This is an optimization exercise on Yosys and OpenROAD, whose aim is small area and few clock cycles, not a production implementation.
The RTL was checked by simulation tests, not by an equivalence proof against the original design.
Power figures rest on the tool's default switching activity, not on a simulated workload.

==> flow/design.v, too long to show whole: its modules and the start of the top module <==
// module cv32e40p_clock_gate: 8 lines
// module cv32e41s_sffr: 18 lines
// module cv32e41s_sffs: 18 lines
// module cv32e41s_alert: 35 lines
// module cv32e41s_alignment_buffer: 396 lines
// module cv32e41s_alu: 202 lines
// module cv32e41s_alu_b_cpop: 12 lines
// module cv32e41s_b_decoder: 289 lines
// module cv32e41s_clic_int_controller: 74 lines
// module cv32e41s_compressed_decoder: 288 lines
// module cv32e41s_controller: 161 lines
// module cv32e41s_controller_bypass: 160 lines
// module cv32e41s_controller_fsm: 771 lines
// module cv32e41s_cs_registers: 2806 lines
// module cv32e41s_csr: 70 lines
// module cv32e41s_data_obi_interface: 78 lines
// module cv32e41s_debug_triggers: 337 lines
// module cv32e41s_decoder: 190 lines
// module cv32e41s_div: 171 lines
// module cv32e41s_dummy_instr: 103 lines
// module cv32e41s_ex_stage: 282 lines
// module cv32e41s_ff_one: 52 lines
// module cv32e41s_i_decoder: 303 lines
// module cv32e41s_id_stage: 441 lines
// module cv32e41s_if_stage: 442 lines
// module cv32e41s_incore: 807 lines
// module cv32e41s_instr_obi_interface: 122 lines
// module cv32e41s_int_controller: 56 lines
// module cv32e41s_lfsr: 39 lines
// module cv32e41s_load_store_unit: 493 lines
// module cv32e41s_lsu_response_filter: 95 lines
// module cv32e41s_m_decoder: 87 lines
// module cv32e41s_mpu_test: 210 lines
// module cv32e41s_mpu_test_data: 210 lines
// module cv32e41s_mult: 111 lines
// module cv32e41s_obi_integrity_fifo: 104 lines
// module cv32e41s_pc_check: 125 lines
// module cv32e41s_pc_target: 30 lines
// module cv32e41s_pma: 63 lines
// module cv32e41s_pmp: 189 lines
// module cv32e41s_pmp_walker_64: 238 lines
// module cv32e41s_prefetch_unit: 100 lines
// module cv32e41s_prefetcher: 82 lines
// module cv32e41s_rchk_check: 22 lines
// module cv32e41s_register_file: 90 lines
// module cv32e41s_register_file_ecc: 42 lines
// module cv32e41s_register_file_wrapper: 66 lines
// module cv32e41s_sequencer: 278 lines
// module cv32e41s_sleep_unit: 44 lines
// module cv32e41s_wb_stage: 80 lines
// module cv32e41s_wpt: 85 lines
// module cv32e41s_write_buffer: 63 lines
// module cv32e41s_xpmp: 143 lines
module cv32e41s_incore 
#(
  parameter                             LIB                                     = 0,
  parameter logic RV32                                    = RV32I,
  parameter logic [1:0] B_EXT                                   = B_NONE,
  parameter logic [1:0] M_EXT                                   = M,
  parameter bit                         DEBUG                                   = 1,
  parameter logic [31:0]                DM_REGION_START                         = 32'hF0000000,
  parameter logic [31:0]                DM_REGION_END                           = 32'hF0003FFF,
  parameter int                         DBG_NUM_TRIGGERS                        = 1,
  parameter int                         PMA_NUM_REGIONS                         = 0,
  parameter logic [PMA_NUM_REGIONS*68-1:0]                   PMA_CFG            = '0,
  parameter bit                         CLIC                                    = 0,
  parameter int unsigned                CLIC_ID_WIDTH                           = 5,
  parameter int unsigned                CLIC_INTTHRESHBITS                      = 8,
  parameter int unsigned                PMP_GRANULARITY                         = 0,
  parameter int                         PMP_NUM_REGIONS                         = 0,
  parameter logic [PMP_NUM_REGIONS*8-1:0]                   PMP_PMPNCFG_RV     = '0,
  parameter logic [PMP_NUM_REGIONS*32-1:0]                PMP_PMPADDR_RV     = '0,
  // ...
==> flow/run.sh <==
#!/bin/bash
# synth_recipe.tcl (not shown) runs the flow's synth.tcl, then flattens the netlist and writes it again
# the make line also repeats each setting of config.mk as NAME=value (left out here)
make -C /OpenROAD-flow-scripts/flow DESIGN_CONFIG=/design/flow/config.mk WORK_HOME=/design/flow/orfs CLKGATE_MAP_FILE= SYNTH_SCRIPT=/design/flow/synth_recipe.tcl finish
==> flow/config.mk <==
export PLATFORM = sky130hd
export DESIGN_NAME = cv32e41s_incore
export DESIGN_NICKNAME = cv32e41s_incore
export VERILOG_FILES = /design/flow/design.v
export SDC_FILE = /design/flow/constraint.sdc
export NUM_CORES = 8
export LEC_CHECK = 0
export CAP_MARGIN = 35
export CORE_MARGIN = 2
export CORE_UTILIZATION = 40
export SLEW_MARGIN = 35
==> flow/constraint.sdc <==
create_clock -name core_clock -period 20.0 [get_ports {clk_i}]
set_input_delay 4.0000 -clock core_clock [delete_from_list [all_inputs] [get_ports {clk_i}]]
set_output_delay 4.0000 -clock core_clock [all_outputs]
set_load 0.01 [all_outputs]
==> impl_metrics.tcl, run 1 <==
set metrics [dict create \
    outcome "no timing/DRC/antenna violations" \
    place_inst 30780 \
    grt_use_met3 0.1410 \
    setup_tns_ns 0 \
    path_common_cell "buf_4" \
    yosys.cell_count.top_type "nand2_1" \
    clock_path_buffers 4 \
    seqPwrFrac 0.228 \
    crit_required_ns 16.00 \
    synthesis.area_um2 215700 \
    start_kind "flip-flop" \
    synth_top_area_frac 0.3190 \
    grt_use_total 0.4184 \
    worstMarginPinSlew_ns 1.246 \
    fin_hold_ws_ns 0.4272 \
    n_antenna_cell 120 \
    insertion_delay_ns 1.10 \
    slowest_delay_ns 0.86 \
    antenna_found_initial 166 \
    drt-met1-wl_mm 462.1 \
    top_register "register_file_wrapper_i.register_file_i.mem" \
    use_met2 0.5849 \
    yosys.area.top_type "dfrtp_1" \
    ys_types 139 \
    portBuffers 499 \
]
Testbench counts, summed over its fixed seeds: cycles 1,166,485.
==> run 2, diff against run 1 <==
--- a/flow/config.mk
+++ b/flow/config.mk
@@ -5,6 +5,7 @@
 export SDC_FILE = /design/flow/constraint.sdc
 export NUM_CORES = 8
 export LEC_CHECK = 0
+export ABC_AREA = 1
 export CAP_MARGIN = 35
 export CORE_MARGIN = 2
 export CORE_UTILIZATION = 40
==> impl_metrics.tcl, run 2 <==
set metrics [dict create \
    outcome "no timing/DRC/antenna violations" \
    tritoncts "done" \
    setup_tns_ns 0 \
    path_common_cell "nand2_1" \
    min-delay-start "if_stage_i.instruction_obi_i.obi_a_req_q[10]" \
    grt_pass1_wl_mm 1744 \
    post-dp-hpwl_mm 931.7 \
    synth_cells 30990 \
    reg_top3 "register_file_wrapper_i.register_file_i.mem (1216), id_stage_i.id_ex_pipe_o (275), ex_stage_i.ex_wb_pipe_o (141)" \
    layout_common_cells "nand2_1, o21ai_0, inv_1" \
    post-place-ws_ns 4.366 \
    reg2reg_slack_ns 8.19 \
    insertion_delay_ns 1.12 \
    wire_per_inst_um 33.28 \
    reg2reg_to "id_stage_i.id_ex_pipe_o[307]" \
    finClkSkew_ns 0.1143 \
    start_util 0.4009 \
    synth_common_cells "nand2_1, o21ai_0, inv_1" \
    die_w_um 742.1 \
    finalCritPeriodShare 0.8173 \
    drive_above_1_share 0.06890 \
    timing.final.max_slew_violations 0 \
    holdPathStages 2 \
    power_density_nw_per_um2 214.5 \
    drtAntennaViolNets 0 \
    synth-warning-count 351 \
    grt_pass1_vias 219300 \
    drt-initial-drc-count 38590 \
    max_cap_viol_count 0 \
    syn2layout_area_growth_pct 12.20 \
    ys_seq_elements 2893 \
    worstMarginPinSlew_ns 1.245 \
    finalPower_w 0.05244 \
    postCtsHoldBufs 0 \
    synth-edff-count 0 \
    clock_path_buffers 4 \
    r2r_cells 47 \
    clock-sinks 2893 \
    slowest_delay_ns 0.89 \
    cts_max_level 5 \
    clockRootBuffer "clkbuf_16" \
    setup_viol 0 \
    hold_violations 0 \
    crit_type "in2out" \
    yosys.area.top_type "dfrtp_1" \
    portBuffers 499 \
    finalNetCount 32130 \
    cp_max_fo 17 \
    rsz0062_at_grt "no" \
    setup_slack_ns 3.654 \
    irDropWorstVdd_mv 0.8372 \
    vias 242500 \
    grt_use_total 0.4447 \
    wirelength_mm 1274 \
    drc 0 \
    final.min_clock_period_ns 16.35 \
    finalNonFillerCells 38270 \
    rows 271 \
    via_per_inst 6.338 \
    ys_seq_area_frac 0.3330 \
    largest_reg_flops 1216 \
    cts.clk_slew.worst_paths_ns 0.05 \
    yosys.cell_count.top_type "nand2_1" \
    fin_hold_ws_ns 0.4499 \
    reg2reg_from "id_stage_i.id_ex_pipe_o[245]" \
    top_register "register_file_wrapper_i.register_file_i.mem" \
    overflow 0 \
    hp-class "reg2reg" \
    async_reset_ff_frac 1.000 \
    synth_flop_cell "dfrtp_1" \
    dr.pass1.iters 10 \
    cellLeakagePower_nw 110.2 \
    cp_slowest_cell "nand2_1" \
    die_h_um 742.1 \
    cts_made_buffers 357 \
    synth_top_area_frac 0.3157 \
    fill_cells 56030 \
    gp_congestion 1.119 \
    final_common_cell "nand2_1" \
    ys_types 92 \
    crit_required_ns 16.00 \
    synthesis.area_um2 217900 \
    postCtsSetupBuffers 0 \
    antenna_found_initial 163 \
    place_inst 37460 \
    die_area_um2 550700 \
    fmax_mhz 61.18 \
    core_area_um2 543500 \
    cp.arrival_ns 12.35 \
    grt_max_degree 165 \
    start_kind "primary input" \
    synth.area.top_cells "dfrtp_1, nand2_1, o21ai_0" \
    pin_count 747 \
    relSlewSlack 0.1703 \
    min_to "if_stage_i.instruction_obi_i.obi_a_req_q[10]" \
    avgSynthCellArea_um2 7.032 \
    cts_resized 0 \
    end_kind "output port" \
]
run 2: changes by cell type after synthesis, moves of 180 or more:
| cell | before | now |
|---|---|---|
| mux2i_1 | 742 | 36 |
| xor2_1 | 254 | 479 |
| xnor2_1 | 600 | 243 |
| o221ai_1 | 84 | 446 |
| o21ai_0 | 2694 | 4311 |
| and2_1 | 230 | 9 |
| and3_1 | 188 | 8 |
| nand3_1 | 457 | 1319 |
| inv_1 | 1002 | 3121 |
| a21oi_1 | 1462 | 1770 |
| nor2_1 | 1547 | 1884 |
| nand2_1 | 3695 | 8076 |
| mux2_2 | 339 | 18 |
| mux4_2 | 774 | 0 |
run 2: routing by layer:
layer | track usage | wire length, µm
met1 | 0.5821 | 489700
met2 | 0.6172 | 507600
met3 | 0.1491 | 169800
met4 | 0.3011 | 105500
met5 | 0.002621 | 892
run 2: cell families (layout without fill, tap and decap cells):
| kind of cell | Yosys count | in the layout | synth area share |
|---|---|---|---|
| simple gates | 12390 | 12390 | 0.2333 |
| compound gates | 8470 | 8470 | 0.2251 |
| buf+inv | 5361 | 5200 | 0.09645 |
| flops | 2893 | 2893 | 0.3330 |
| fa+ha+maj | 1094 | 1094 | 0.08042 |
| xor+xnor | 722 | 722 | 0.02902 |
| mux | 54 | 54 | 0.002584 |
| other cells | 1 | 208 | 0.00001721 |
run 2: worst max-delay path, delay by kind of cell:
family,cells,cell delay (ns)
buffers and inverters,8,2.67
AO/OA/AOI/OAI,2,0.33
AND/OR/NAND/NOR,22,5.29
run 2: worst max path at each step:
stage | from | to | slack (ns)
finish | debug_req_i | instr_reqpar_o | 3.65
global route | debug_req_i | instr_reqpar_o | 3.74
CTS | debug_req_i | instr_reqpar_o | 4.32
detailed placement | debug_req_i | instr_reqpar_o | 4.37
global placement | debug_req_i | instr_reqpar_o | 4.26
floorplan | debug_req_i | instr_achk_o[2] | 8.59
run 2: where the power goes:
group          switching (W)  internal, W  leakage, nW
registers            0.00134      0.00677         37.7
clock network        0.00299      0.00402         6.01
logic                 0.0273      0.00998         66.5
run 2: final cells by class:
type	instances	area [µm²]	area share
diodes	135	337.8	0.001382
repair buffers	1308	11810	0.04830
well taps	7234	9051	0.03702
clock inverters	169	2077	0.008495
multi-input cells	22810	126200	0.5163
flip-flops and latches	2893	72610	0.2970
clock buffers	484	10160	0.04154
inverters	3239	12210	0.04996
run 2: stage by stage:
| stage | instance area, µm² | utilization |
|---|---|---|
| 6_report | 244500 | 0.4498 |
| 2_1_floorplan | 218200 | - |
| 3_3_place_gp | 230900 | 0.4247 |
| 5_1_grt | 244200 | 0.4493 |
| 3_5_place_dp | 231500 | 0.4259 |
| 4_1_cts | 243700 | 0.4484 |

-- separate check: timing with driven ports --
The results above use ideal ports. As a check the final layouts listed here were re-extracted and re-timed, cells and wires unchanged.
Step 1 sets driving cells, clkbuf_16 on the clock port and buf_2 on the other inputs (assumed; they add their load-dependent delay and slew).
Step 2 adds t to the input delays and takes it off the output delays; t is the mean of the earliest and latest rising clock arrival at the registers after step 1. Input paths then give back, and output paths get back, about the clock's delay inside the block.
Three values: no drivers, after step 1, after step 2; two values: the first two.
| run | t (ns) | setup slack, ns | slew at the worst register clock pin (ns) | worst data-port slew with drivers (ns) | pins driven straight from the clock port |
|---|---|---|---|---|---|
| run 1 | 1.156 | 3.981 / 3.858 / 4.547 | 0.08 / 0.08 | 0.20 | 1 |
| run 2 | 1.176 | 3.654 / 3.536 / 3.536 | 0.07 / 0.07 | 0.18 | 1 |
After both steps setup and hold are still met in every run listed. The setup slack of run 2, which loses most, moves by -0.118 ns with the drivers and by -0.118 ns with both steps.
